Source: an optimization exercise on an open RTL-to-GDS flow (aim: a short achievable clock period and few clock cycles). Production flows keep margins and buffers that such runs may drop. At most, simulation tests tie the RTL to the original design; equivalence was not proved. The RTL of run 2 was laid out without a check of its function. No activity file was given, so power comes from the tool's default toggle rates.

## flow/design.v (module list and top-level ports; edited modules follow where they fit)
// module Registrador: 14 lines
// module Instr_Reg: 24 lines
// module Banco_reg: 24 lines
// module RegDesloc: 31 lines
// module ula32: 56 lines
// module LSize: 14 lines
// module SSize: 15 lines
// module mux_A: 16 lines
// module mux_ALUOut: 22 lines
// module mux_B: 20 lines
// module mux_Mem: 21 lines
// module mux_ext: 8 lines
// module mux_hi: 8 lines
// module mux_lo: 8 lines
// module mux_shamt: 16 lines
// module mux_shift: 8 lines
// module mux_wreg: 15 lines
// module mux_writeData: 24 lines
// module shift2_26_to_28_pc: 15 lines
// module shift_16_ext_32: 6 lines
// module shift_lf_2: 6 lines
// module sign_extd: 6 lines
// module sign_extd1_to_32: 6 lines
// module Unidade_Controle: 1864 lines
// module CPU: 577 lines
module CPU(
    input  wire        clk,
    input  wire        reset,
    output wire [31:0] mem_addr,
    output wire        mem_wr,
    output wire [31:0] mem_wdata,
    input  wire [31:0] mem_rdata
);
  // ...
==> flow/flow/run.sh <==
#!/bin/bash
# The standard layout (the standard.sh: standard synthesis, floorplan,
# placement, CTS, routing), with the post-CTS and post-global-route timing
# repair asked to leave a setup margin, so that it sizes and buffers the
# critical paths for a shorter achieved period. The clock period and I/O
# constraints are the standard flow's, unchanged. Output goes to flow_standard.log.
set -euo pipefail
bash standard.sh SETUP_SLACK_MARGIN=16 TNS_END_PERCENT=5 finish > flow_standard.log 2>&1
==> flow/standard.sh <==
#!/bin/bash
# synth_recipe.tcl (not shown) runs the flow's synth.tcl, then flattens the netlist and writes it again
# the make line also repeats each setting of config.mk as NAME=value (left out here)
make -C /OpenROAD-flow-scripts/flow DESIGN_CONFIG=/design/flow/config.mk WORK_HOME=/design/flow/orfs CLKGATE_MAP_FILE= SYNTH_SCRIPT=/design/flow/synth_recipe.tcl "${@:-finish}"
==> flow/config.mk <==
export PLATFORM = sky130hd
export DESIGN_NAME = CPU
export DESIGN_NICKNAME = CPU
export VERILOG_FILES = /design/flow/design.v
export SDC_FILE = /design/flow/constraint.sdc
export NUM_CORES = 4
export LEC_CHECK = 0
export CAP_MARGIN = 20
export CELL_PAD_IN_SITES_DETAIL_PLACEMENT = 1
export CELL_PAD_IN_SITES_GLOBAL_PLACEMENT = 2
export CORE_MARGIN = 2
export CORE_UTILIZATION = 27
export PLACE_DENSITY = 0.45
export SLEW_MARGIN = 20
==> flow/constraint.sdc <==
create_clock -name core_clock -period 22.0 [get_ports {clk}]
set_input_delay 4.4000 -clock core_clock [delete_from_list [all_inputs] [get_ports {clk}]]
set_output_delay 4.4000 -clock core_clock [all_outputs]
set_load 0.01 [all_outputs]
==> summary.md, run 1 <==
| Metric | Value |
|---|---|
| Share of Yosys cell area claimed by the top area cell type | 52.5% |
| DRT iter0 DRCs | 52194 |
| # rows | 386 |
| Main synth FF type | edfxtp_1 |
| Multi-input gate area | 119000 sq um |
| M1 WL | 952000 microns |
| Arrival @ worst endpoint | 7.68 ns |
| Worst vdd ir | 112 uV |
| Met2 Wirelength | 1010000 microns |
| Worst-path fanout max | 40 |
| Die height | 1050 microns |
| Status | complete, but fails checks |
| GPL Wtd Cong | 0.964 |
| Post-synth cell types | 113 |
| Critical R2R Capture | qp[11] |
| Layout cells sized above 1 | 17.5% |
| Pwr Density | 106 nW/um^2 |
| Int Pwr | 23.5 mW |
| # setup viols final | 0 |
| Sw frac | 38.3% |
| Routed Antenna Nets | 1 |
| Hold Path Class | reg2reg |
| Met2 global-route usage | 60.4% |
| Setup crit end | qp[11] |
| Origin of the worst min-delay path | v2[28] |
| Post-placement cell count | 39207 |
| Setup TNS | 0 ns |
| Blocking Checks | antenna violations |
| CTS clock-pin slew for the worst setup and hold paths | 0.07 ns |
| CTS tree | built |
| Signal buffers | 1916 |
| CTS Buf Count | 772 |
| DP Wirelength | 1530000 microns |
| Antenna violations before repair | 406 |
Testbench counts, summed over its fixed seeds: cycles 47,155.
==> module CPU, before the edit <==
module CPU(
    input  wire        clk,
    input  wire        reset,
    output wire [31:0] mem_addr,
    output wire        mem_wr,
    output wire [31:0] mem_wdata,
    input  wire [31:0] mem_rdata
);
    reg [31:0] ma;
    reg        mwr;
    reg [31:0] mwd;
    reg        rst_q;
    assign mem_addr  = ma;
    assign mem_wr    = mwr;
    assign mem_wdata = mwd;
    localparam K_NONE  = 3'd0;
    localparam K_FETCH = 3'd1;
    localparam K_LOAD  = 3'd2;
    localparam K_RMW   = 3'd3;
    localparam K_SLLM  = 3'd4;
    localparam K_ADDM1 = 3'd5;
    localparam K_ADDM2 = 3'd6;
    localparam K_PF    = 3'd7;       
    reg [2:0]  k1, k2, k3, k4, k5;
    reg        f1, f2, f3, f4;       
    reg [2:0]  s1, s2, s3, s4;       
    reg [4:0]  d1, d2, d3, d4;       
    reg        w1, w2, w3, w4, w5;   
    wire       e_kill;
    reg [1:0]  z1, z2, z3, z4;       
    reg [31:0] p1, p2, p3, p4;       
    reg [31:0] p5;                   
    reg [63:0] p5_oh;               
    reg [31:0] rdq;
    wire t4f    = (k4 == K_FETCH) & f4;        
    wire t4load = (k4 == K_LOAD) & w4 & ~(e_kill & (d4 == edst));
    wire t4rmw  = (k4 == K_RMW);
    wire t5cx   = ((k5 == K_SLLM) | (k5 == K_ADDM2)) & w5 & ~(e_kill & (d5 == edst));
    reg [1023:0] rf;
    reg [31:0]   rfv;                
    localparam CL = 64;              
    reg [CL*32-1:0] cw;              
    reg [CL*6-1:0]  ct;              
    reg [CL-1:0]    cv;              
    localparam QN = 8;
    reg [QN*32-1:0] qw;              
    reg [QN*32-1:0] qp;              
    reg [QN-1:0]    qv;              
    reg [QN-1:0]    qpt;             
    reg [QN*32-1:0] qtg;             
    reg [2:0]       qh, qt;
    reg [3:0]       qc;              
    reg [31:0] fa;                   
    reg [63:0] fa_oh;               
    reg [31:0] pf;                   
    reg [63:0] pf_oh;               
    localparam NB = 8;
    reg [NB-1:0]    bv;
    reg [NB*10-1:0] btag;            
    reg [NB*32-1:0] btgt;
    reg [NB-1:0]    bret, bcall;
    reg [2:0]       bptr;            
    reg [31:0]      ras;
    reg [31:0] xpc;                  
    reg        halted;
    reg [31:0] pend;                 
    reg [31:0] a1, a2, a3, a4;
    reg [9:0]  x1, x2, x3, x4, xp1, xp2, xp3, xp4, xm1, xm2, xm3, xm4;
    reg [31:0] cx_tmp;               
    reg        a2_pend;              
    reg        a2_w;                 
    reg [31:0] a2_addr;
    reg [4:0]  a2_dst;
    reg [31:0] v1, v2, v3, v4, v5;   
    reg [4:0]  d5;
    reg        dv;
    reg [31:0] ir;
    reg [31:0] dpc;
    reg        dpt;
    reg [31:0] dtg;
    wire [5:0]  op  = ir[31:26];
    wire [4:0]  rs  = ir[25:21];
    wire [4:0]  rt  = ir[20:16];
    wire [4:0]  rdf = ir[15:11];
    wire [4:0]  sh  = ir[10:6];
    wire [5:0]  fn  = ir[5:0];
    wire [15:0] imm = ir[15:0];
    wire [31:0] sei = {{16{imm[15]}}, imm};
    wire rtype   = (op == 6'h00);
    wire i_add   = rtype & (fn == 6'h20);
    wire i_sub   = rtype & (fn == 6'h22);
    wire i_and   = rtype & (fn == 6'h24);
    wire i_slt   = rtype & (fn == 6'h2a);
    wire i_sll   = rtype & (fn == 6'h00);
    wire i_srl   = rtype & (fn == 6'h02);
    wire i_sra   = rtype & (fn == 6'h03);
    wire i_sllv  = rtype & (fn == 6'h04);
    wire i_srav  = rtype & (fn == 6'h07);
    wire i_mfhi  = rtype & (fn == 6'h10);
    wire i_mflo  = rtype & (fn == 6'h12);
    wire i_addm  = rtype & (fn == 6'h05);
    wire i_jr    = rtype & (fn == 6'h08);
    wire i_addi  = (op == 6'h08);
    wire i_addiu = (op == 6'h09);
    wire i_slti  = (op == 6'h0a);
    wire i_lui   = (op == 6'h0f);
    wire i_lb    = (op == 6'h20);
    wire i_lh    = (op == 6'h21);
    wire i_lw    = (op == 6'h23);
    wire i_sllm  = (op == 6'h01);
    wire i_sb    = (op == 6'h28);
    wire i_sh    = (op == 6'h29);
    wire i_sw    = (op == 6'h2b);
    wire i_beq   = (op == 6'h04);
    wire i_bne   = (op == 6'h05);
    wire i_ble   = (op == 6'h06);
    wire i_bgt   = (op == 6'h07);
    wire i_j     = (op == 6'h02);
    wire i_jal   = (op == 6'h03);
    wire r_alu   = i_add | i_sub | i_and | i_slt | i_sllv | i_srav;
    wire r_sh    = i_sll | i_srl | i_sra;
    wire i_load  = i_lb | i_lh | i_lw;
    wire i_rmw   = i_sb | i_sh;
    wire i_br    = i_beq | i_bne | i_ble | i_bgt;
    wire known   = r_alu | r_sh | i_mfhi | i_mflo | i_addm | i_jr |
                   i_addi | i_addiu | i_slti | i_lui | i_load | i_sllm |
                   i_rmw | i_sw | i_br | i_j | i_jal;
    wire use_rs  = r_alu | i_addm | i_jr | i_addi | i_addiu | i_slti | i_load |
                   i_sllm | i_rmw | i_sw | i_br;
    wire use_rt  = r_alu | r_sh | i_addm | i_sllm | i_rmw | i_sw | i_br;
    wire wr_now  = r_alu | r_sh | i_mfhi | i_mflo | i_addi | i_addiu | i_slti |
                   i_lui | i_jal;                  
    wire wr_late = i_load | i_sllm | i_addm;       
    wire [4:0] dst = i_jal ? 5'd31 :
                     ((r_alu | r_sh | i_mfhi | i_mflo | i_addm) ? rdf : rt);
    wire memop   = i_load | i_rmw | i_sw | i_sllm | i_addm;
    wire cplx    = i_rmw | i_sllm | i_addm;
    wire [31:0] dpc4 = dpc + 32'd4;
    wire [25:0] joff = ir[25:0] - dpc4[27:2];
    wire [31:0] d_T;                 
    wire [31:0] rs_oh = 32'd1 << rs;
    wire [31:0] rt_oh = 32'd1 << rt;
    reg  [31:0] A_rf, B_rf;
    integer n;
    always @(*) begin
        A_rf = (rs_oh[29] & ~rfv[29]) ? 32'd227 : 32'd0;
        B_rf = (rt_oh[29] & ~rfv[29]) ? 32'd227 : 32'd0;
        for (n = 0; n < 32; n = n + 1) begin
            if (rs_oh[n] & rfv[n]) A_rf = A_rf | rf[n*32 +: 32];
            if (rt_oh[n] & rfv[n]) B_rf = B_rf | rf[n*32 +: 32];
        end
    end
    reg        ev;
    reg [31:0] eA, eB, eI, eS;       
    reg [4:0]  eN;                   
    reg [4:0]  edst;
    reg [31:0] epc, epc4, eT;        
    reg [63:0] eT_oh;               
    reg        e_short;              
    reg        e_pt;                 
    reg [31:0] e_ptg;
    reg        e_far1;               
    reg        e_sra, e_add, e_sub, e_and, e_slt, e_shl, e_shr, e_lui, e_jal;
    reg        e_wr, e_wrl, e_load, e_sllm, e_rmw, e_sw, e_addm;
    reg        e_beq, e_bne, e_ble, e_bgt, e_j, e_jr, e_halt, e_addi;
    reg [1:0]  e_sz;
    wire        e_ok   = (epc == xpc);
    wire        e_act  = ev & ~halted & e_ok;
    wire [31:0] sum_ab = eA + eB;
    wire [31:0] dif_ab = eA - eB;
    wire [31:0] addr   = eA + eI;
    reg  [31:0] cg, ce;
    integer q, r;
    always @(*) begin
        for (q = 0; q < 32; q = q + 1) begin
            cg[q] = (q == 31) ? (~eA[q] & eB[q]) : (eA[q] & ~eB[q]);
            ce[q] = ~(eA[q] ^ eB[q]);
        end
        for (r = 1; r < 32; r = r * 2)
            for (q = 0; q < 32; q = q + 2 * r) begin
                cg[q] = cg[q + r] | (ce[q + r] & cg[q]);
                ce[q] = ce[q + r] & ce[q];
            end
    end
    wire        eq_ab  = ce[0];
    wire        gt_ab  = cg[0];
    wire        lt_ab  = ~gt_ab & ~eq_ab;
    wire        ovf    = (eA[31] == eB[31]) & (sum_ab[31] != eA[31]);
    wire [31:0] sh_l   = eS << eN;
    wire [31:0] sh_r   = $signed({e_sra & eS[31], eS}) >>> eN;
    reg [31:0] e_res;
    always @(*) begin
        e_res = 32'd0;
        if (e_add)  e_res = sum_ab;
        if (e_sub)  e_res = dif_ab;
        if (e_and)  e_res = eA & eB;
        if (e_slt)  e_res = {31'd0, lt_ab};
        if (e_shl)  e_res = sh_l;
        if (e_shr)  e_res = sh_r;
        if (e_lui)  e_res = eI;
        if (e_jal)  e_res = epc4;
    end
    reg [31:0]  t_w;
    reg [5:0]   t_tag;
    reg         t_v;
    reg [31:0]  f_w;
    reg [5:0]   f_tag;
    reg         f_v;
    integer m;
    always @(*) begin
        t_w = 32'd0; t_tag = 6'd0; t_v = 1'b0;
        f_w = 32'd0; f_tag = 6'd0; f_v = 1'b0;
        for (m = 0; m < CL; m = m + 1) begin
            if (eT_oh[m]) begin
                t_w   = t_w   | cw[m*32 +: 32];
                t_tag = t_tag | ct[m*6 +: 6];
                t_v   = t_v   | cv[m];
            end
            if (fa_oh[m]) begin
                f_w   = f_w   | cw[m*32 +: 32];
                f_tag = f_tag | ct[m*6 +: 6];
                f_v   = f_v   | cv[m];
            end
        end
    end
    wire        t_hit = t_v & (t_tag == {eT[11:8], eT[1:0]});
    wire taken   = e_beq & eq_ab | e_bne & ~eq_ab | e_ble & ~gt_ab |
                   e_bgt & gt_ab | e_j | e_jr;
    wire e_halts = e_halt | (e_addi & ovf);
    wire        e_mem  = e_load | e_sllm | e_rmw | e_sw | e_addm;
    wire [11:0] ra12   = e_addm ? eA[11:0] : (eA[11:0] + eI[11:0]);
    wire r1 = (k1 == K_RMW), r2 = (k2 == K_RMW), r3 = (k3 == K_RMW);
    wire mem_block = r1 | r2 | r3 | t4rmw;       
    wire [9:0]  rwA = ra12[11:2];
    wire [9:0]  rwB = eB[11:2];
    wire        ovl = r1 & ((rwA == x1) | (rwA == xp1) | (rwA == xm1)) |
                      r2 & ((rwA == x2) | (rwA == xp2) | (rwA == xm2)) |
                      r3 & ((rwA == x3) | (rwA == xp3) | (rwA == xm3)) |
                      e_addm & (r1 & ((rwB == x1) | (rwB == xp1) | (rwB == xm1)) |
                                r2 & ((rwB == x2) | (rwB == xp2) | (rwB == xm2)) |
                                r3 & ((rwB == x3) | (rwB == xp3) | (rwB == xm3)));
    wire        busy_x = t4rmw | a2_pend;        
    wire        mwait  = e_mem & (busy_x | ovl);
    wire e_dmem  = e_act & e_mem & ~mwait;
    wire e_hold  = e_act & mwait;
    wire e_done  = e_act & ~e_hold;
    wire skip_ok = e_short & ~(t_hit & e_far1) & ~e_jr;
    wire p_eqT   = (eT == e_ptg);
    wire redir_T = e_done & taken & (e_pt ? ~p_eqT : ~skip_ok);
    wire redir_4 = e_done & ~taken & e_pt;
    wire redir_x = ev & ~halted & ~e_ok & e_pt;
    wire redir   = redir_T | redir_4 | redir_x;
    wire e_rfw   = e_act & e_wr;             
    assign e_kill = e_done & (e_wr | e_wrl);
    wire [31:0] ld_v = (z4 == 2'd0) ? mem_rdata :
                       (z4 == 2'd1) ? {16'd0, mem_rdata[15:0]} : {24'd0, mem_rdata[7:0]};
    wire ldA = t4load & (d4 == rs);
    wire ldB = t4load & (d4 == rt);
    wire ldD = t4load & (d4 == dst);
    wire e_late  = ev & e_wrl;
    wire hz = use_rs & ((|(pend & rs_oh)) & ~ldA & ~byA | e_late & (edst == rs)) |
              use_rt & ((|(pend & rt_oh)) & ~ldB & ~byB | e_late & (edst == rt));
    wire blk = i_sw & (mem_block | ev & e_rmw);
    wire d_go   = dv & ~halted & ~e_hold & ~hz & ~blk;
    wire d_free = ~dv | d_go;                  
    wire byA = e_rfw & (edst == rs);
    wire byB = e_rfw & (edst == rt);
    wire [31:0] A = byA ? e_res : (ldA ? ld_v : A_rf);
    wire [31:0] B = byB ? e_res : (ldB ? ld_v : B_rf);
    wire [7:2] d_Tl = i_jr ? A_rf[7:2] : d_T[7:2];
    assign d_T = i_jr ? A :
                 ((i_j | i_jal) ? {dpc4[31:28], ir[25:0], 2'b00}
                                : (dpc4 + {sei[29:0], 2'b00}));
    wire        f_hit = f_v & (f_tag == {fa[11:8], fa[1:0]});
    wire        space = (qc < QN);
    reg  [NB-1:0] bhit;
    reg  [31:0]   b_t;
    reg           b_call;
    integer j;
    always @(*) begin
        b_t = 32'd0; b_call = 1'b0;
        for (j = 0; j < NB; j = j + 1) begin
            bhit[j] = bv[j] & (btag[j*10 +: 10] == fa[11:2]);
            if (bhit[j]) begin
                b_t    = b_t | (bret[j] ? ras : btgt[j*32 +: 32]);
                b_call = b_call | bcall[j];
            end
        end
    end
    wire          b_any = |bhit;
    wire [31:0]   fa_n  = redir_x ? xpc :
                          redir_4 ? epc4 :
                          redir   ? ((t_hit | ~busy_x) ? eT + 32'd4 : eT) :
                          f_alloc0 ? (b_any ? b_t : fa + 32'd4) : fa;
    reg  [NB-1:0] ehit;
    always @(*)
        for (j = 0; j < NB; j = j + 1)
            ehit[j] = bv[j] & (btag[j*10 +: 10] == epc[11:2]);
    wire        bus_free = ~busy_x & ~e_dmem;
    wire        f_hit_go   = ~rst_q & space & f_hit;
    wire        f_miss_go  = ~rst_q & space & ~f_hit & bus_free;
    wire        f_alloc0   = f_hit_go | f_miss_go;
    wire        f_get_miss = ~redir & f_miss_go;
    wire        f_alloc    = ~redir & f_alloc0;
    wire        r_miss_go  = redir_T & ~t_hit & ~busy_x;
    reg  [5:0]  p_tag;
    reg         p_v;
    always @(*) begin
        p_tag = 6'd0; p_v = 1'b0;
        for (m = 0; m < CL; m = m + 1)
            if (pf_oh[m]) begin
                p_tag = p_tag | ct[m*6 +: 6];
                p_v   = p_v   | cv[m];
            end
    end
    wire        p_hit  = p_v & (p_tag == {pf[11:8], pf[1:0]});
    wire [31:0] p_dist = pf - fa;
    wire        p_near = (p_dist[31:8] == 24'd0);
    wire        p_go   = ~rst_q & p_near & ~p_hit & bus_free & ~(space & ~f_hit);
    wire [31:0] pf_n   = rst_q ? pf : (~p_near ? fa + 32'd4 : ((p_hit | p_go) ? pf + 32'd4 : pf));
    wire        qne    = (qc != 4'd0);
    wire        h_fill = t4f & (s4 == qh) & qne;   
    wire        h_new  = ~qne & f_hit_go;          
    wire        h_ok   = (qne & qv[qh]) | h_fill | h_new;
    wire [31:0] h_w    = (qne & qv[qh]) ? qw[qh*32 +: 32] : (h_fill ? mem_rdata : f_w);
    wire [31:0] h_p    = qne ? qp[qh*32 +: 32] : fa;
    wire        pop    = d_free & h_ok;            
    integer i;
    always @(posedge clk) begin
        if (rst_q) begin
            ma <= 32'd0; mwr <= 1'b0;
            k1 <= K_NONE; k2 <= K_NONE; k3 <= K_NONE; k4 <= K_NONE; k5 <= K_NONE;
            w1 <= 1'b0; w2 <= 1'b0; w3 <= 1'b0; w4 <= 1'b0; w5 <= 1'b0;
            f1 <= 1'b0; f2 <= 1'b0; f3 <= 1'b0; f4 <= 1'b0;
            qv <= {QN{1'b0}};
            qh <= 3'd0; qt <= 3'd0; qc <= 4'd0;
            fa <= 32'd0; pf <= 32'd4; xpc <= 32'd0; halted <= 1'b0;
            dv <= 1'b0; ev <= 1'b0; a2_pend <= 1'b0;
        end else begin
            k2 <= k1; k3 <= k2; k4 <= k3; k5 <= k4;
            w1 <= (a2_pend & ~t4rmw) ? (a2_w & ~(e_kill & (edst == a2_dst))) : e_dmem;
            w2 <= w1 & ~(e_kill & d1 == edst);
            w3 <= w2 & ~(e_kill & d2 == edst);
            w4 <= w3 & ~(e_kill & d3 == edst);
            w5 <= w4 & ~(e_kill & d4 == edst);
            f2 <= f1 & ~redir; f3 <= f2 & ~redir; f4 <= f3 & ~redir;
            mwr <= 1'b0;
            k1  <= K_NONE;
            f1  <= 1'b0;
            if (t4rmw) begin
                ma  <= a4;
                mwr <= 1'b1;
            end else if (a2_pend) begin
                ma  <= a2_addr;
                k1  <= K_ADDM2;
            end else if (e_dmem) begin
                if (e_addm) begin
                    ma <= eA;
                    k1 <= K_ADDM1;
                end else begin
                    ma <= addr;
                    if (e_sw)        mwr <= 1'b1;
                    else if (e_load) k1 <= K_LOAD;
                    else if (e_sllm) k1 <= K_SLLM;
                    else             k1 <= K_RMW;
                end
            end else if (r_miss_go) begin
                ma <= eT;
                k1 <= K_FETCH; f1 <= 1'b1;
            end else if (f_get_miss) begin
                ma <= fa;
                k1 <= K_FETCH; f1 <= 1'b1;
            end else if (p_go) begin
                ma <= pf;
                k1 <= K_PF;
            end
            pf    <= pf_n;
            fa    <= fa_n;
            if (redir) begin
                qh <= 3'd0;
                qt <= r_miss_go ? 3'd1 : 3'd0;
                qc <= r_miss_go ? 4'd1 : 4'd0;
                qv <= {QN{1'b0}};
                dv <= redir_T & t_hit;
            end else begin
                if (f_alloc0) qt <= qt + 3'd1;
                if (pop)     qh <= qh + 3'd1;
                qc <= qc + (f_alloc0 ? 4'd1 : 4'd0) - (pop ? 4'd1 : 4'd0);
                for (i = 0; i < QN; i = i + 1) begin
                    if (f_alloc0 && qt == i) qv[i] <= f_hit_go;
                    if (t4f && s4 == i)     qv[i] <= 1'b1;
                    if (pop && qh == i)     qv[i] <= 1'b0;
                end
                if (d_free) dv <= h_ok;
            end
            if (e_act & e_halts) halted <= 1'b1;
            if (e_dmem & e_addm)     a2_pend <= 1'b1;
            else if (~t4rmw)         a2_pend <= 1'b0;
            if (e_dmem & e_addm)                        a2_w <= 1'b1;
            else if (a2_pend & e_kill & (edst == a2_dst)) a2_w <= 1'b0;
            if (e_done) xpc <= taken ? eT : epc4;
            if (~e_hold) ev <= d_go;
        end
    end
    always @(posedge clk or posedge reset) begin
        if (reset) rst_q <= 1'b1;
        else       rst_q <= 1'b0;
    end
    always @(posedge clk) begin
        if (rst_q) begin
            fa_oh <= 64'd1;
            pf_oh <= 64'd2;
            cv    <= {CL{1'b0}};
            bv    <= {NB{1'b0}};
            bptr  <= 3'd0;
            rfv   <= 32'd0;
            pend  <= 32'd0;
        end else begin
            fa_oh <= 64'd1 << fa_n[7:2];
            pf_oh <= 64'd1 << pf_n[7:2];
            if (k5 == K_FETCH || k5 == K_PF) cv <= cv | p5_oh;
            if (e_done & taken & ~(e_pt & p_eqT) & ~(|ehit)) begin
                bv[bptr] <= 1'b1;
                bptr     <= bptr + 3'd1;
            end
            for (i = 0; i < 32; i = i + 1) begin
                if ((t4load && d4 == i) || (t5cx && d5 == i))
                    pend[i] <= 1'b0;
                if (e_rfw && edst == i)
                    pend[i] <= 1'b0;
                if (e_done && e_wrl && edst == i)
                    pend[i] <= 1'b1;
                if ((t4load && d4 == i) || (t5cx && d5 == i) || (e_rfw && edst == i))
                    rfv[i] <= 1'b1;
            end
        end
        if (f_alloc & b_any & b_call) ras <= fa + 32'd4;
        if (e_done & e_jal & ~e_pt)   ras <= epc4;
        if (e_done & taken & ~(e_pt & p_eqT)) begin
            if (|ehit) begin
                for (i = 0; i < NB; i = i + 1)
                    if (ehit[i]) begin
                        bret[i]  <= e_jr;
                        bcall[i] <= e_jal;
                    end
            end else begin
                bret[bptr]  <= e_jr;
                bcall[bptr] <= e_jal;
            end
        end
    end
    always @(posedge clk) begin
        rdq <= mem_rdata;
        d2 <= d1; d3 <= d2; d4 <= d3; d5 <= d4;
        v2 <= v1; v3 <= v2; v4 <= v3; v5 <= v4;
        z2 <= z1; z3 <= z2; z4 <= z3;
        p2 <= p1; p3 <= p2; p4 <= p3;
        p5 <= p4;
        p5_oh <= 64'd1 << p4[7:2];
        s2 <= s1; s3 <= s2; s4 <= s3;
        if (a2_pend & ~t4rmw) begin
            d1 <= a2_dst;
        end else if (e_dmem) begin
            d1 <= edst;
            z1 <= e_sz;
            v1 <= eB;
        end
        if (e_dmem & e_addm) begin
            a2_addr <= eB;
            a2_dst  <= edst;
        end
        if (e_done & taken & ~(e_pt & p_eqT)) begin
            if (|ehit) begin
                for (i = 0; i < NB; i = i + 1)
                    if (ehit[i]) btgt[i*32 +: 32] <= eT;
            end else begin
                btag[bptr*10 +: 10] <= epc[11:2];
                btgt[bptr*32 +: 32] <= eT;
            end
        end
        if (r_miss_go) begin
            p1 <= eT; s1 <= 3'd0;
        end else if (f_get_miss) begin
            p1 <= fa; s1 <= qt;
        end else begin
            p1 <= pf; s1 <= qt;
        end
        if (t4rmw)
            mwd <= (z4 == 2'd2) ? {mem_rdata[31:8], v4[7:0]}
                                : {mem_rdata[31:16], v4[15:0]};
        else if (e_dmem & e_sw)
            mwd <= eB;
        if (k5 == K_FETCH || k5 == K_PF) begin
            for (i = 0; i < CL; i = i + 1)
                if (p5_oh[i]) begin
                    cw[i*32 +: 32] <= rdq;
                    ct[i*6 +: 6]   <= {p5[11:8], p5[1:0]};
                end
        end
        for (i = 0; i < QN; i = i + 1) begin
            if (t4f && s4 == i)
                qw[i*32 +: 32] <= mem_rdata;
            else if (f_hit_go && qt == i)
                qw[i*32 +: 32] <= f_w;
            if (r_miss_go && i == 0) begin
                qp[i*32 +: 32] <= eT;
                qpt[i] <= 1'b0;
            end else if (f_alloc0 && qt == i) begin
                qp[i*32 +: 32] <= fa;
                qpt[i] <= b_any;
                qtg[i*32 +: 32] <= b_t;
            end
        end
        if (redir) begin
            ir  <= t_w;
            dpc <= eT;
            dpt <= 1'b0;
        end else if (d_free) begin
            ir  <= h_w;
            dpc <= h_p;
            dpt <= qne ? qpt[qh] : b_any;
            dtg <= qne ? qtg[qh*32 +: 32] : b_t;
        end
        a1 <= addr; x1 <= addr[11:2]; xp1 <= addr[11:2] + 10'd1; xm1 <= addr[11:2] - 10'd1;
        a2 <= a1; x2 <= x1; xp2 <= xp1; xm2 <= xm1;
        a3 <= a2; x3 <= x2; xp3 <= xp2; xm3 <= xm2;
        a4 <= a3;
        if (k4 == K_ADDM1) cx_tmp <= mem_rdata;
        if (~e_hold) begin
            eA   <= A;
            eB   <= (i_addi | i_addiu | i_slti) ? sei : B;
            eI   <= i_lui ? {imm, 16'd0} : sei;
            eS   <= (i_sllv | i_srav) ? A : B;
            eN   <= (i_sllv | i_srav) ? B[4:0] : sh;
            edst <= dst;
            epc  <= dpc;
            e_pt <= dpt;
            e_ptg <= dtg;
            epc4 <= dpc4;
            eT   <= d_T;
            eT_oh <= (i_jr & (byA | ldA)) ? 64'd0 : (64'd1 << d_Tl[7:2]);
            e_short <= (i_j | i_jal) ? (joff[25:3] == 23'd0 && joff[2:0] <= 3'd4)
                                     : (imm[15:3] == 13'd0 && imm[2:0] <= 3'd4);
            e_far1  <= (i_j | i_jal) ? (joff[2:0] >= 3'd2) : (imm[2:0] >= 3'd2);
            e_add <= i_add | i_addi | i_addiu;
            e_sub <= i_sub;
            e_and <= i_and;
            e_slt <= i_slt | i_slti;
            e_shl <= i_sll | i_sllv;
            e_shr <= i_srl | i_sra | i_srav;
            e_sra <= i_sra | i_srav;
            e_lui <= i_lui;
            e_jal <= i_jal;
            e_wr  <= wr_now;
            e_wrl <= wr_late;
            e_load <= i_load;
            e_sllm <= i_sllm;
            e_rmw  <= i_rmw;
            e_sw   <= i_sw;
            e_addm <= i_addm;
            e_beq <= i_beq; e_bne <= i_bne; e_ble <= i_ble; e_bgt <= i_bgt;
            e_j   <= i_j | i_jal;
            e_jr  <= i_jr;
            e_halt <= ~known;
            e_addi <= i_addi;
            e_sz  <= (i_lw | i_sw) ? 2'd0 : ((i_lh | i_sh) ? 2'd1 : 2'd2);
        end
        for (i = 0; i < 32; i = i + 1) begin
            if (t4load && d4 == i)
                rf[i*32 +: 32] <= ld_v;
            else if (t5cx && d5 == i)
                rf[i*32 +: 32] <= (k5 == K_SLLM) ? (v5 << rdq[4:0]) : (cx_tmp + rdq);
            else if (e_rfw && edst == i)
                rf[i*32 +: 32] <= e_res;
        end
    end
endmodule
==> inputs of run 2 (changes only) <==
--- a/flow/design.v
+++ b/flow/design.v
@@ -2258,3 +2258,2 @@
     reg [31:0] mwd;
-    reg        rst_q;
     assign mem_addr  = ma;
@@ -2269,3 +2268,2 @@
     localparam K_ADDM2 = 3'd6;
-    localparam K_PF    = 3'd7;       
     reg [2:0]  k1, k2, k3, k4, k5;
@@ -2274,18 +2272,14 @@
     reg [4:0]  d1, d2, d3, d4;       
-    reg        w1, w2, w3, w4, w5;   
-    wire       e_kill;
     reg [1:0]  z1, z2, z3, z4;       
     reg [31:0] p1, p2, p3, p4;       
-    reg [31:0] p5;                   
-    reg [63:0] p5_oh;               
     reg [31:0] rdq;
     wire t4f    = (k4 == K_FETCH) & f4;        
-    wire t4load = (k4 == K_LOAD) & w4 & ~(e_kill & (d4 == edst));
+    wire t4load = (k4 == K_LOAD);
     wire t4rmw  = (k4 == K_RMW);
-    wire t5cx   = ((k5 == K_SLLM) | (k5 == K_ADDM2)) & w5 & ~(e_kill & (d5 == edst));
+    wire t5cx   = (k5 == K_SLLM) | (k5 == K_ADDM2);
     reg [1023:0] rf;
     reg [31:0]   rfv;                
-    localparam CL = 64;              
+    localparam CL = 128;             
     reg [CL*32-1:0] cw;              
-    reg [CL*6-1:0]  ct;              
+    reg [CL*3-1:0]  ct;              
     reg [CL-1:0]    cv;              
@@ -2295,4 +2289,2 @@
     reg [QN-1:0]    qv;              
-    reg [QN-1:0]    qpt;             
-    reg [QN*32-1:0] qtg;             
     reg [2:0]       qh, qt;
@@ -2300,12 +2292,2 @@
     reg [31:0] fa;                   
-    reg [63:0] fa_oh;               
-    reg [31:0] pf;                   
-    reg [63:0] pf_oh;               
-    localparam NB = 8;
-    reg [NB-1:0]    bv;
-    reg [NB*10-1:0] btag;            
-    reg [NB*32-1:0] btgt;
-    reg [NB-1:0]    bret, bcall;
-    reg [2:0]       bptr;            
-    reg [31:0]      ras;
     reg [31:0] xpc;                  
@@ -2313,11 +2295,10 @@
     reg [31:0] pend;                 
-    reg [31:0] a1, a2, a3, a4;
-    reg [9:0]  x1, x2, x3, x4, xp1, xp2, xp3, xp4, xm1, xm2, xm3, xm4;
-    reg [31:0] cx_tmp;               
-    reg        a2_pend;              
-    reg        a2_w;                 
-    reg [31:0] a2_addr;
-    reg [4:0]  a2_dst;
-    reg [31:0] v1, v2, v3, v4, v5;   
-    reg [4:0]  d5;
+    reg        mem_block;            
+    reg        cx_busy;              
+    reg [4:0]  cx_dest;
+    reg [31:0] cx_val;
+    reg [31:0] cx_addr;
+    reg [1:0]  cx_sz;
+    reg        cx_sllm;
+    reg [31:0] cx_tmp;
     reg        dv;
@@ -2325,4 +2306,2 @@
     reg [31:0] dpc;
-    reg        dpt;
-    reg [31:0] dtg;
     wire [5:0]  op  = ir[31:26];
@@ -2386,15 +2365,4 @@
     wire [25:0] joff = ir[25:0] - dpc4[27:2];
-    wire [31:0] d_T;                 
-    wire [31:0] rs_oh = 32'd1 << rs;
-    wire [31:0] rt_oh = 32'd1 << rt;
-    reg  [31:0] A_rf, B_rf;
-    integer n;
-    always @(*) begin
-        A_rf = (rs_oh[29] & ~rfv[29]) ? 32'd227 : 32'd0;
-        B_rf = (rt_oh[29] & ~rfv[29]) ? 32'd227 : 32'd0;
-        for (n = 0; n < 32; n = n + 1) begin
-            if (rs_oh[n] & rfv[n]) A_rf = A_rf | rf[n*32 +: 32];
-            if (rt_oh[n] & rfv[n]) B_rf = B_rf | rf[n*32 +: 32];
-        end
-    end
+    wire [31:0] A_rf = rfv[rs] ? rf[rs*32 +: 32] : ((rs == 5'd29) ? 32'd227 : 32'd0);
+    wire [31:0] B_rf = rfv[rt] ? rf[rt*32 +: 32] : ((rt == 5'd29) ? 32'd227 : 32'd0);
     reg        ev;
@@ -2404,13 +2372,9 @@
     reg [31:0] epc, epc4, eT;        
-    reg [63:0] eT_oh;               
     reg        e_short;              
-    reg        e_pt;                 
-    reg [31:0] e_ptg;
     reg        e_far1;               
     reg        e_sra, e_add, e_sub, e_and, e_slt, e_shl, e_shr, e_lui, e_jal;
-    reg        e_wr, e_wrl, e_load, e_sllm, e_rmw, e_sw, e_addm;
+    reg        e_wr, e_wrl, e_load, e_sllm, e_rmw, e_sw, e_addm, e_addm_ph;
     reg        e_beq, e_bne, e_ble, e_bgt, e_j, e_jr, e_halt, e_addi;
     reg [1:0]  e_sz;
-    wire        e_ok   = (epc == xpc);
-    wire        e_act  = ev & ~halted & e_ok;
+    wire        e_act  = ev & ~halted & (epc == xpc);
     wire [31:0] sum_ab = eA + eB;
@@ -2418,18 +2382,4 @@
     wire [31:0] addr   = eA + eI;
-    reg  [31:0] cg, ce;
-    integer q, r;
-    always @(*) begin
-        for (q = 0; q < 32; q = q + 1) begin
-            cg[q] = (q == 31) ? (~eA[q] & eB[q]) : (eA[q] & ~eB[q]);
-            ce[q] = ~(eA[q] ^ eB[q]);
-        end
-        for (r = 1; r < 32; r = r * 2)
-            for (q = 0; q < 32; q = q + 2 * r) begin
-                cg[q] = cg[q + r] | (ce[q + r] & cg[q]);
-                ce[q] = ce[q + r] & ce[q];
-            end
-    end
-    wire        eq_ab  = ce[0];
-    wire        gt_ab  = cg[0];
-    wire        lt_ab  = ~gt_ab & ~eq_ab;
+    wire        eq_ab  = (eA == eB);
+    wire        lt_ab  = (eA[31] ^ eB[31]) ? eA[31] : dif_ab[31];
     wire        ovf    = (eA[31] == eB[31]) & (sum_ab[31] != eA[31]);
@@ -2449,54 +2399,14 @@
     end
-    reg [31:0]  t_w;
-    reg [5:0]   t_tag;
-    reg         t_v;
-    reg [31:0]  f_w;
-    reg [5:0]   f_tag;
-    reg         f_v;
-    integer m;
-    always @(*) begin
-        t_w = 32'd0; t_tag = 6'd0; t_v = 1'b0;
-        f_w = 32'd0; f_tag = 6'd0; f_v = 1'b0;
-        for (m = 0; m < CL; m = m + 1) begin
-            if (eT_oh[m]) begin
-                t_w   = t_w   | cw[m*32 +: 32];
-                t_tag = t_tag | ct[m*6 +: 6];
-                t_v   = t_v   | cv[m];
-            end
-            if (fa_oh[m]) begin
-                f_w   = f_w   | cw[m*32 +: 32];
-                f_tag = f_tag | ct[m*6 +: 6];
-                f_v   = f_v   | cv[m];
-            end
-        end
-    end
-    wire        t_hit = t_v & (t_tag == {eT[11:8], eT[1:0]});
-    wire taken   = e_beq & eq_ab | e_bne & ~eq_ab | e_ble & ~gt_ab |
-                   e_bgt & gt_ab | e_j | e_jr;
+    wire [6:0]  tix   = eT[8:2];
+    wire        t_hit = cv[tix] & (ct[tix*3 +: 3] == eT[11:9]);
+    wire [31:0] t_w   = cw[tix*32 +: 32];
+    wire taken   = e_beq & eq_ab | e_bne & ~eq_ab | e_ble & (lt_ab | eq_ab) |
+                   e_bgt & ~(lt_ab | eq_ab) | e_j | e_jr;
     wire e_halts = e_halt | (e_addi & ovf);
-    wire        e_mem  = e_load | e_sllm | e_rmw | e_sw | e_addm;
-    wire [11:0] ra12   = e_addm ? eA[11:0] : (eA[11:0] + eI[11:0]);
-    wire r1 = (k1 == K_RMW), r2 = (k2 == K_RMW), r3 = (k3 == K_RMW);
-    wire mem_block = r1 | r2 | r3 | t4rmw;       
-    wire [9:0]  rwA = ra12[11:2];
-    wire [9:0]  rwB = eB[11:2];
-    wire        ovl = r1 & ((rwA == x1) | (rwA == xp1) | (rwA == xm1)) |
-                      r2 & ((rwA == x2) | (rwA == xp2) | (rwA == xm2)) |
-                      r3 & ((rwA == x3) | (rwA == xp3) | (rwA == xm3)) |
-                      e_addm & (r1 & ((rwB == x1) | (rwB == xp1) | (rwB == xm1)) |
-                                r2 & ((rwB == x2) | (rwB == xp2) | (rwB == xm2)) |
-                                r3 & ((rwB == x3) | (rwB == xp3) | (rwB == xm3)));
-    wire        busy_x = t4rmw | a2_pend;        
-    wire        mwait  = e_mem & (busy_x | ovl);
-    wire e_dmem  = e_act & e_mem & ~mwait;
-    wire e_hold  = e_act & mwait;
+    wire e_hold  = e_act & e_addm & ~e_addm_ph;
     wire e_done  = e_act & ~e_hold;
     wire skip_ok = e_short & ~(t_hit & e_far1) & ~e_jr;
-    wire p_eqT   = (eT == e_ptg);
-    wire redir_T = e_done & taken & (e_pt ? ~p_eqT : ~skip_ok);
-    wire redir_4 = e_done & ~taken & e_pt;
-    wire redir_x = ev & ~halted & ~e_ok & e_pt;
-    wire redir   = redir_T | redir_4 | redir_x;
-    wire e_rfw   = e_act & e_wr;             
-    assign e_kill = e_done & (e_wr | e_wrl);
+    wire redir   = e_done & taken & ~skip_ok;
+    wire e_dmem  = e_act & (e_load | e_sllm | e_rmw | e_sw | e_addm);
+    wire e_rfw   = e_done & e_wr;
     wire [31:0] ld_v = (z4 == 2'd0) ? mem_rdata :
@@ -2507,5 +2417,7 @@
     wire e_late  = ev & e_wrl;
-    wire hz = use_rs & ((|(pend & rs_oh)) & ~ldA & ~byA | e_late & (edst == rs)) |
-              use_rt & ((|(pend & rt_oh)) & ~ldB & ~byB | e_late & (edst == rt));
-    wire blk = i_sw & (mem_block | ev & e_rmw);
+    wire hz = use_rs & (pend[rs] & ~ldA | e_late & (edst == rs)) |
+              use_rt & (pend[rt] & ~ldB | e_late & (edst == rt)) |
+              (wr_now | wr_late) & (pend[dst] & ~ldD | e_late & (edst == dst));
+    wire blk = memop & (mem_block | ev & e_rmw) |
+               cplx & (cx_busy | ev & (e_rmw | e_sllm | e_addm));
     wire d_go   = dv & ~halted & ~e_hold & ~hz & ~blk;
@@ -2516,56 +2428,14 @@
     wire [31:0] B = byB ? e_res : (ldB ? ld_v : B_rf);
-    wire [7:2] d_Tl = i_jr ? A_rf[7:2] : d_T[7:2];
-    assign d_T = i_jr ? A :
-                 ((i_j | i_jal) ? {dpc4[31:28], ir[25:0], 2'b00}
-                                : (dpc4 + {sei[29:0], 2'b00}));
-    wire        f_hit = f_v & (f_tag == {fa[11:8], fa[1:0]});
+    wire [6:0]  fix   = fa[8:2];
+    wire        f_hit = cv[fix] & (ct[fix*3 +: 3] == fa[11:9]);
+    wire [31:0] f_w   = cw[fix*32 +: 32];
     wire        space = (qc < QN);
-    reg  [NB-1:0] bhit;
-    reg  [31:0]   b_t;
-    reg           b_call;
-    integer j;
-    always @(*) begin
-        b_t = 32'd0; b_call = 1'b0;
-        for (j = 0; j < NB; j = j + 1) begin
-            bhit[j] = bv[j] & (btag[j*10 +: 10] == fa[11:2]);
-            if (bhit[j]) begin
-                b_t    = b_t | (bret[j] ? ras : btgt[j*32 +: 32]);
-                b_call = b_call | bcall[j];
-            end
-        end
-    end
-    wire          b_any = |bhit;
-    wire [31:0]   fa_n  = redir_x ? xpc :
-                          redir_4 ? epc4 :
-                          redir   ? ((t_hit | ~busy_x) ? eT + 32'd4 : eT) :
-                          f_alloc0 ? (b_any ? b_t : fa + 32'd4) : fa;
-    reg  [NB-1:0] ehit;
-    always @(*)
-        for (j = 0; j < NB; j = j + 1)
-            ehit[j] = bv[j] & (btag[j*10 +: 10] == epc[11:2]);
-    wire        bus_free = ~busy_x & ~e_dmem;
-    wire        f_hit_go   = ~rst_q & space & f_hit;
-    wire        f_miss_go  = ~rst_q & space & ~f_hit & bus_free;
-    wire        f_alloc0   = f_hit_go | f_miss_go;
-    wire        f_get_miss = ~redir & f_miss_go;
-    wire        f_alloc    = ~redir & f_alloc0;
-    wire        r_miss_go  = redir_T & ~t_hit & ~busy_x;
-    reg  [5:0]  p_tag;
-    reg         p_v;
-    always @(*) begin
-        p_tag = 6'd0; p_v = 1'b0;
-        for (m = 0; m < CL; m = m + 1)
-            if (pf_oh[m]) begin
-                p_tag = p_tag | ct[m*6 +: 6];
-                p_v   = p_v   | cv[m];
-            end
-    end
-    wire        p_hit  = p_v & (p_tag == {pf[11:8], pf[1:0]});
-    wire [31:0] p_dist = pf - fa;
-    wire        p_near = (p_dist[31:8] == 24'd0);
-    wire        p_go   = ~rst_q & p_near & ~p_hit & bus_free & ~(space & ~f_hit);
-    wire [31:0] pf_n   = rst_q ? pf : (~p_near ? fa + 32'd4 : ((p_hit | p_go) ? pf + 32'd4 : pf));
+    wire        bus_free = ~t4rmw & ~e_dmem;
+    wire        f_get_hit  = ~redir & space & f_hit;
+    wire        f_get_miss = ~redir & space & ~f_hit & bus_free;
+    wire        f_alloc    = f_get_hit | f_get_miss;
+    wire        r_miss_go  = redir & ~t_hit & ~t4rmw;
     wire        qne    = (qc != 4'd0);
     wire        h_fill = t4f & (s4 == qh) & qne;   
-    wire        h_new  = ~qne & f_hit_go;          
+    wire        h_new  = ~qne & f_get_hit;         
     wire        h_ok   = (qne & qv[qh]) | h_fill | h_new;
@@ -2573,21 +2443,18 @@
     wire [31:0] h_p    = qne ? qp[qh*32 +: 32] : fa;
-    wire        pop    = d_free & h_ok;            
+    wire        pop    = ~redir & d_free & h_ok;
     integer i;
-    always @(posedge clk) begin
-        if (rst_q) begin
+    always @(posedge clk or posedge reset) begin
+        if (reset) begin
             ma <= 32'd0; mwr <= 1'b0;
             k1 <= K_NONE; k2 <= K_NONE; k3 <= K_NONE; k4 <= K_NONE; k5 <= K_NONE;
-            w1 <= 1'b0; w2 <= 1'b0; w3 <= 1'b0; w4 <= 1'b0; w5 <= 1'b0;
             f1 <= 1'b0; f2 <= 1'b0; f3 <= 1'b0; f4 <= 1'b0;
+            rfv <= 32'd0;
+            cv <= {CL{1'b0}};
             qv <= {QN{1'b0}};
             qh <= 3'd0; qt <= 3'd0; qc <= 4'd0;
-            fa <= 32'd0; pf <= 32'd4; xpc <= 32'd0; halted <= 1'b0;
-            dv <= 1'b0; ev <= 1'b0; a2_pend <= 1'b0;
+            fa <= 32'd0; xpc <= 32'd0; halted <= 1'b0;
+            pend <= 32'd0; mem_block <= 1'b0; cx_busy <= 1'b0;
+            dv <= 1'b0; ev <= 1'b0; e_addm_ph <= 1'b0;
         end else begin
             k2 <= k1; k3 <= k2; k4 <= k3; k5 <= k4;
-            w1 <= (a2_pend & ~t4rmw) ? (a2_w & ~(e_kill & (edst == a2_dst))) : e_dmem;
-            w2 <= w1 & ~(e_kill & d1 == edst);
-            w3 <= w2 & ~(e_kill & d2 == edst);
-            w4 <= w3 & ~(e_kill & d3 == edst);
-            w5 <= w4 & ~(e_kill & d4 == edst);
             f2 <= f1 & ~redir; f3 <= f2 & ~redir; f4 <= f3 & ~redir;
@@ -2597,11 +2464,8 @@
             if (t4rmw) begin
-                ma  <= a4;
+                ma  <= cx_addr;
                 mwr <= 1'b1;
-            end else if (a2_pend) begin
-                ma  <= a2_addr;
-                k1  <= K_ADDM2;
             end else if (e_dmem) begin
                 if (e_addm) begin
-                    ma <= eA;
-                    k1 <= K_ADDM1;
+                    ma <= e_addm_ph ? eB : eA;
+                    k1 <= e_addm_ph ? K_ADDM2 : K_ADDM1;
                 end else begin
@@ -2619,8 +2483,5 @@
                 k1 <= K_FETCH; f1 <= 1'b1;
-            end else if (p_go) begin
-                ma <= pf;
-                k1 <= K_PF;
             end
-            pf    <= pf_n;
-            fa    <= fa_n;
+            if (redir)        fa <= (t_hit | ~t4rmw) ? eT + 32'd4 : eT;
+            else if (f_alloc) fa <= fa + 32'd4;
             if (redir) begin
@@ -2630,9 +2491,9 @@
                 qv <= {QN{1'b0}};
-                dv <= redir_T & t_hit;
+                dv <= t_hit;
             end else begin
-                if (f_alloc0) qt <= qt + 3'd1;
+                if (f_alloc) qt <= qt + 3'd1;
                 if (pop)     qh <= qh + 3'd1;
-                qc <= qc + (f_alloc0 ? 4'd1 : 4'd0) - (pop ? 4'd1 : 4'd0);
+                qc <= qc + (f_alloc ? 4'd1 : 4'd0) - (pop ? 4'd1 : 4'd0);
                 for (i = 0; i < QN; i = i + 1) begin
-                    if (f_alloc0 && qt == i) qv[i] <= f_hit_go;
+                    if (f_alloc && qt == i) qv[i] <= f_get_hit;
                     if (t4f && s4 == i)     qv[i] <= 1'b1;
@@ -2642,36 +2503,13 @@
             end
+            if (k4 == K_FETCH) cv[p4[8:2]] <= 1'b1;
             if (e_act & e_halts) halted <= 1'b1;
-            if (e_dmem & e_addm)     a2_pend <= 1'b1;
-            else if (~t4rmw)         a2_pend <= 1'b0;
-            if (e_dmem & e_addm)                        a2_w <= 1'b1;
-            else if (a2_pend & e_kill & (edst == a2_dst)) a2_w <= 1'b0;
+            if (e_act & e_addm) e_addm_ph <= ~e_addm_ph;
             if (e_done) xpc <= taken ? eT : epc4;
             if (~e_hold) ev <= d_go;
-        end
-    end
-    always @(posedge clk or posedge reset) begin
-        if (reset) rst_q <= 1'b1;
-        else       rst_q <= 1'b0;
-    end
-    always @(posedge clk) begin
-        if (rst_q) begin
-            fa_oh <= 64'd1;
-            pf_oh <= 64'd2;
-            cv    <= {CL{1'b0}};
-            bv    <= {NB{1'b0}};
-            bptr  <= 3'd0;
-            rfv   <= 32'd0;
-            pend  <= 32'd0;
-        end else begin
-            fa_oh <= 64'd1 << fa_n[7:2];
-            pf_oh <= 64'd1 << pf_n[7:2];
-            if (k5 == K_FETCH || k5 == K_PF) cv <= cv | p5_oh;
-            if (e_done & taken & ~(e_pt & p_eqT) & ~(|ehit)) begin
-                bv[bptr] <= 1'b1;
-                bptr     <= bptr + 3'd1;
-            end
+            if (e_done & (e_rmw | e_sllm | e_addm)) cx_busy <= 1'b1;
+            if (e_done & e_rmw) mem_block <= 1'b1;
+            if (t4rmw) begin mem_block <= 1'b0; cx_busy <= 1'b0; end
+            if (t5cx) cx_busy <= 1'b0;
             for (i = 0; i < 32; i = i + 1) begin
-                if ((t4load && d4 == i) || (t5cx && d5 == i))
-                    pend[i] <= 1'b0;
-                if (e_rfw && edst == i)
+                if ((t4load && d4 == i) || (t5cx && cx_dest == i))
                     pend[i] <= 1'b0;
@@ -2679,3 +2517,3 @@
                     pend[i] <= 1'b1;
-                if ((t4load && d4 == i) || (t5cx && d5 == i) || (e_rfw && edst == i))
+                if ((t4load && d4 == i) || (t5cx && cx_dest == i) || (e_rfw && edst == i))
                     rfv[i] <= 1'b1;
@@ -2683,16 +2521,2 @@
         end
-        if (f_alloc & b_any & b_call) ras <= fa + 32'd4;
-        if (e_done & e_jal & ~e_pt)   ras <= epc4;
-        if (e_done & taken & ~(e_pt & p_eqT)) begin
-            if (|ehit) begin
-                for (i = 0; i < NB; i = i + 1)
-                    if (ehit[i]) begin
-                        bret[i]  <= e_jr;
-                        bcall[i] <= e_jal;
-                    end
-            end else begin
-                bret[bptr]  <= e_jr;
-                bcall[bptr] <= e_jal;
-            end
-        end
     end
@@ -2700,28 +2524,9 @@
         rdq <= mem_rdata;
-        d2 <= d1; d3 <= d2; d4 <= d3; d5 <= d4;
-        v2 <= v1; v3 <= v2; v4 <= v3; v5 <= v4;
+        d2 <= d1; d3 <= d2; d4 <= d3;
         z2 <= z1; z3 <= z2; z4 <= z3;
         p2 <= p1; p3 <= p2; p4 <= p3;
-        p5 <= p4;
-        p5_oh <= 64'd1 << p4[7:2];
         s2 <= s1; s3 <= s2; s4 <= s3;
-        if (a2_pend & ~t4rmw) begin
-            d1 <= a2_dst;
-        end else if (e_dmem) begin
+        if (e_dmem) begin
             d1 <= edst;
             z1 <= e_sz;
-            v1 <= eB;
-        end
-        if (e_dmem & e_addm) begin
-            a2_addr <= eB;
-            a2_dst  <= edst;
-        end
-        if (e_done & taken & ~(e_pt & p_eqT)) begin
-            if (|ehit) begin
-                for (i = 0; i < NB; i = i + 1)
-                    if (ehit[i]) btgt[i*32 +: 32] <= eT;
-            end else begin
-                btag[bptr*10 +: 10] <= epc[11:2];
-                btgt[bptr*32 +: 32] <= eT;
-            end
         end
@@ -2729,18 +2534,13 @@
             p1 <= eT; s1 <= 3'd0;
-        end else if (f_get_miss) begin
-            p1 <= fa; s1 <= qt;
         end else begin
-            p1 <= pf; s1 <= qt;
+            p1 <= fa; s1 <= qt;
         end
         if (t4rmw)
-            mwd <= (z4 == 2'd2) ? {mem_rdata[31:8], v4[7:0]}
-                                : {mem_rdata[31:16], v4[15:0]};
+            mwd <= (cx_sz == 2'd2) ? {mem_rdata[31:8], cx_val[7:0]}
+                                   : {mem_rdata[31:16], cx_val[15:0]};
         else if (e_dmem & e_sw)
             mwd <= eB;
-        if (k5 == K_FETCH || k5 == K_PF) begin
-            for (i = 0; i < CL; i = i + 1)
-                if (p5_oh[i]) begin
-                    cw[i*32 +: 32] <= rdq;
-                    ct[i*6 +: 6]   <= {p5[11:8], p5[1:0]};
-                end
+        if (k4 == K_FETCH) begin
+            cw[p4[8:2]*32 +: 32] <= mem_rdata;
+            ct[p4[8:2]*3 +: 3]   <= p4[11:9];
         end
@@ -2749,12 +2549,8 @@
                 qw[i*32 +: 32] <= mem_rdata;
-            else if (f_hit_go && qt == i)
+            else if (f_get_hit && qt == i)
                 qw[i*32 +: 32] <= f_w;
-            if (r_miss_go && i == 0) begin
+            if (r_miss_go && i == 0)
                 qp[i*32 +: 32] <= eT;
-                qpt[i] <= 1'b0;
-            end else if (f_alloc0 && qt == i) begin
+            else if (f_alloc && qt == i)
                 qp[i*32 +: 32] <= fa;
-                qpt[i] <= b_any;
-                qtg[i*32 +: 32] <= b_t;
-            end
         end
@@ -2763,3 +2559,2 @@
             dpc <= eT;
-            dpt <= 1'b0;
         end else if (d_free) begin
@@ -2767,9 +2562,10 @@
             dpc <= h_p;
-            dpt <= qne ? qpt[qh] : b_any;
-            dtg <= qne ? qtg[qh*32 +: 32] : b_t;
         end
-        a1 <= addr; x1 <= addr[11:2]; xp1 <= addr[11:2] + 10'd1; xm1 <= addr[11:2] - 10'd1;
-        a2 <= a1; x2 <= x1; xp2 <= xp1; xm2 <= xm1;
-        a3 <= a2; x3 <= x2; xp3 <= xp2; xm3 <= xm2;
-        a4 <= a3;
+        if (e_done & (e_rmw | e_sllm | e_addm)) begin
+            cx_dest <= edst;
+            cx_val  <= eB;
+            cx_addr <= addr;
+            cx_sz   <= e_sz;
+            cx_sllm <= e_sllm;
+        end
         if (k4 == K_ADDM1) cx_tmp <= mem_rdata;
@@ -2783,7 +2579,6 @@
             epc  <= dpc;
-            e_pt <= dpt;
-            e_ptg <= dtg;
             epc4 <= dpc4;
-            eT   <= d_T;
-            eT_oh <= (i_jr & (byA | ldA)) ? 64'd0 : (64'd1 << d_Tl[7:2]);
+            eT   <= i_jr ? A :
+                    ((i_j | i_jal) ? {dpc4[31:28], ir[25:0], 2'b00}
+                                   : (dpc4 + {sei[29:0], 2'b00}));
             e_short <= (i_j | i_jal) ? (joff[25:3] == 23'd0 && joff[2:0] <= 3'd4)
@@ -2817,4 +2612,4 @@
                 rf[i*32 +: 32] <= ld_v;
-            else if (t5cx && d5 == i)
-                rf[i*32 +: 32] <= (k5 == K_SLLM) ? (v5 << rdq[4:0]) : (cx_tmp + rdq);
+            else if (t5cx && cx_dest == i)
+                rf[i*32 +: 32] <= cx_sllm ? (cx_val << rdq[4:0]) : (cx_tmp + rdq);
             else if (e_rfw && edst == i)
--- a/flow/flow/run.sh
+++ b/flow/flow/run.sh
@@ -7,2 +7,2 @@
 set -euo pipefail
-bash standard.sh SETUP_SLACK_MARGIN=16 TNS_END_PERCENT=5 finish > flow_standard.log 2>&1
+bash standard.sh SETUP_SLACK_MARGIN=15 TNS_END_PERCENT=5 finish > flow_standard.log 2>&1
--- a/flow/config.mk
+++ b/flow/config.mk
@@ -11,4 +11,4 @@
 export CORE_MARGIN = 2
-export CORE_UTILIZATION = 27
-export PLACE_DENSITY = 0.45
+export CORE_UTILIZATION = 30
+export PLACE_DENSITY = 0.5
 export SLEW_MARGIN = 20
==> summary.md, run 2 <==
| Metric | Value |
|---|---|
| CP most frequent cell | buf_4 |
| Post-Route WL | 1990000 microns |
| Required time of the worst setup path | 22.84 ns |
| Largest net degree at the start of global routing | 169 |
| Placed Area | 432000 sq um |
| Share of Yosys cell area claimed by the top area cell type | 47.7% (-4.7 points) |
| Fillers | 138409 |
| Top cells by area, synth | edfxtp_1 (48%), mux4_2 (21%), mux2_2 (13%), clkbuf_1 (2.0%), dfrtp_1 (2.0%) |
| Total track usage | 28.2% |
| Post-synth cell types | 104 (-8.0%) |
| GPL Wtd Cong | 0.889 (-7.8%) |
| Layout cells sized above 1 | 40.9% (+23 points) |
| Synthesized instance count | 27907 |
| Synth cell count leaders | edfxtp_1 (6483), mux2_2 (4610), mux4_2 (3802), clkbuf_1 (2219), nand2_1 (1962) |
| Number of flip-flops in the largest register | 4096 |
| Vias per cell | 6.10 |
| RSZ-0062 raised after global routing | yes |
| Global route overflow | 0 |
| Slew @ Worst Pin | 1.38 ns |
| IO Port Bufs | 98 |
| DR vias | 280745 |
| Most common cell in the synthesized netlist | edfxtp_1 |
| YS warnings | 1 |
| Most frequent cells in the layout | edfxtp_1 (6483), mux2_2 (4610), mux4_2 (3802) |
| Clock latency on the worst-skew pair | 1.31 ns |
| # rows | 428 (+11%) |
| Mapped Nets | 28152 |
| Drt first pass iters | 6 |
| CTS root buf | clkbuf_16 |
| Status | finished clean |
| Max stage delay cell, worst path | or2_2 |
| Reported net switching power | 33.7 mW |
| Logic pwr share | 49.7% |
| Die Wd | 1170 microns |
| Slew headroom | 8.05% |
| Yosys top cell by area | edfxtp_1 |
| Setup TNS | 0 ns (unchanged) |
| Sw frac | 41.0% (+2.7 points) |
| Hold_buf cts | 0 |
| CTS max path bufs | 5 |
| Int Pwr | 48.4 mW (+110%) |
| Residual DRC | 0 |
| Flops & latches, synth | 6919 |
| DR WL/cell | 43.2 microns |
| Worst Setup Path Type | reg2reg |
| Leak | 156 nW |
| Worst vdd ir | 116 uV (+4.0%) |
| Post-synth EDFFs | 6483 |
| CTS Buf Count | 875 (+13%) |
| Most common cell after layout, fill and taps aside | edfxtp_1 |
| Clock skew | 0.111 ns |
| Pwr Density | 178 nW/um^2 (+67%) |
| Die height | 1170 microns (+11%) |
| Tmin final | 7.30 ns |
| Antenna violations before repair | 281 (-31%) |
| Worst Setup End Kind | register |
| Max-slew violation count | 0 |
| Core Footprint | 1360000 sq um |
| Global-route wire length before repair | 2650000 microns |
| Vias in the first global route | 280149 |
| Worst-path cell chain | buf_4 -> buf_12 -> buf_4 -> buf_4 -> mux4_2 -> mux4_2 -> mux2i_2 -> buf_4 -> or2_2 -> nor2_1 -> a21oi_1 -> nand2_1 -> o21ai_0 -> mux2i_1 |
| Ys async rst share | 4.78% |
| Tcrit/Tclk final | 33.2% |
| DP Wirelength | 1260000 microns (-18%) |
| # setup viols final | 0 (unchanged) |
| DRT iter0 DRCs | 35101 (-33%) |
| Finished Cell Area | 461000 sq um |
| CP max stage delay | 0.74 ns |
| DIE AREA | 1370000 sq um |
| Worst-path fanout max | 50 (+25%) |
| Initial Utilization | 30.1% |
| Main synth FF type | edfxtp_1 |
| Clk pwr share | 17.7% |
| Max Cap Violations | 0 |
| Nets | 27331 |
| Top Ports | 99 |
| Final hold vios | 0 |
| Post-Syn Area per Cell | 14.6 sq um |
| Routed Antenna Nets | 0 (-1) |
| Register share of total power | 32.6% |
| Mapped Area | 408000 sq um |
| Clk sinks | 6919 |
| Critical Path Source Type | register |
| Max Clk Rate | 137 MHz |
| Register area share after synthesis | 50.3% |
| H-tree depth | 6 |
| Arrival @ worst endpoint | 8.13 ns (+0.45 ns) |
| Synth-to-Final Area Change | 13.0% |
| Hold Path Class | reg2reg |
| CTS clock-pin slew for the worst setup and hold paths | 0.06 ns (about the same) |
| CTS tree | built |
==> run 2: cell count changes after synthesis, moves of 363 or more <==
cell and change:
o211ai_1 -363, dfxtp_1 -840, a22oi_1 -1571, nand4_1 -563, a22o_1 -1229, nand3_1 -406
mux2_2 +4320, edfxtp_1 +1274, mux4_2 +3564, a221oi_1 -974
==> run 2: final cells by class <==
type,count,area (sq um),share of cell area (%)
well taps,18060,22600,4.90
clock inverters,451,3790,0.823
flip-flops and latches,6919,205000,44.5
inverters,257,1020,0.221
repair buffers,1211,10300,2.23
diodes,108,270,0.0586
multi-input cells,17822,194000,42.0
clock buffers,1166,24100,5.23
==> run 2: layer usage <==
metal	vias up	GRT usage [%]	routed length (microns)
met2	11739	43.1	885000
met3	2703	5.21	148000
li1	110267	-	-
met1	155966	39.9	867000
met5	-	0	518
met4	70	10.2	84100
==> run 2: power by group through the flow <==
| stage | registers, mW | clock network (mW) | logic (mW) |
|---|---|---|---|
| final | 26.7 | 14.5 | 40.8 |
| after global routing | 27.4 | 15.3 | 42.5 |
| after CTS | 26.7 | 14.9 | 40.7 |
| after detailed placement | 26.9 | 0 | 40.5 |
| after global placement | 26.6 | 0 | 40.1 |
| after floorplan | 26.4 | 0 | 25.1 |
==> run 2: worst max-delay path, delay by kind of cell, from the launching register on <==
kind	cells	cell delay (ns)
multiplexers	4	1.73
AND/OR/NAND/NOR	3	1.06
flip-flops	1	0.55
buffers and inverters	5	2.55
AO/OA/AOI/OAI	2	0.68
==> run 2: worst paths after layout <==
path	startpoint	to	slack, ns	cells past startpoint
setup reg to reg	ir[17]	eS[8]	14.70	14
hold / removal	p2[9]	p3[9]	0.32	0
setup / recovery	ir[17]	eS[8]	14.70	14
max in group asynchronous	reset	cv[125]	15.18	6
min in group asynchronous	reset	pend[23]	3.71	2
hold reg to reg	p2[9]	p3[9]	0.32	0
==> run 2: what timing repair did <==
| item | CTS | global route |
|---|---|---|
| endpoints found under the setup margin | 1075 | 695 |
| gates resized for setup | 78 | 20 |
| setup buffers | 10 | 0 |
| gates cloned | 1 | 1 |
| pin swaps | 6 | 3 |
==> run 2: logic make-up after synthesis <==
group           share of synthesized area [%]
fa+ha+maj                               0.662
mux                                      35.2
flops                                    50.3
compound gates                           5.89
buf+inv                                  3.01
xor+xnor                                0.580
simple gates                             4.41
==> run 2: per-stage QoR <==
stage	instances	setup WS [ns]	total power, mW	utilization (%)	hold slack [ns]
after floorplan	27907	10.19	51.5	-	0.310
final	45994	14.70	82.1	34.0	0.316
after detailed placement	44254	13.06	67.4	31.8	0.313
after CTS	45882	14.86	82.2	33.9	0.314
after global routing	45905	14.76	85.2	34.0	0.325
after global placement	44247	13.04	66.7	31.8	0.310

## afterwards: timing with drivers on the ports
Ports are ideal in the flow. The routed layouts listed here were re-timed in OpenROAD. Step 1, drivers: a clkbuf_16 drives clk and a buf_2 each remaining input, both assumed. Step 2 times the ports against the registers' clock, not the clock port: input delays grow and output delays shrink by t, the midpoint of the rising clock arrivals with the driver on. a / b / c = no drivers / after step 1 / after step 2; a / b = the first two.
run | t (ns) | slack for setup (ns) | worst setup path at the end | cell pins on the clock port's net
run 1 | 1.358 | 15.202 / 15.202 / 14.629 | input to register | 1
run 2 | 1.386 | 14.704 / 14.704 / 13.925 | input, reset recovery | 1
For run 2, which loses most, drivers alone change the setup slack by 0.000 ns; drivers and shift together by -0.779 ns. Setup slack includes reset recovery checks.
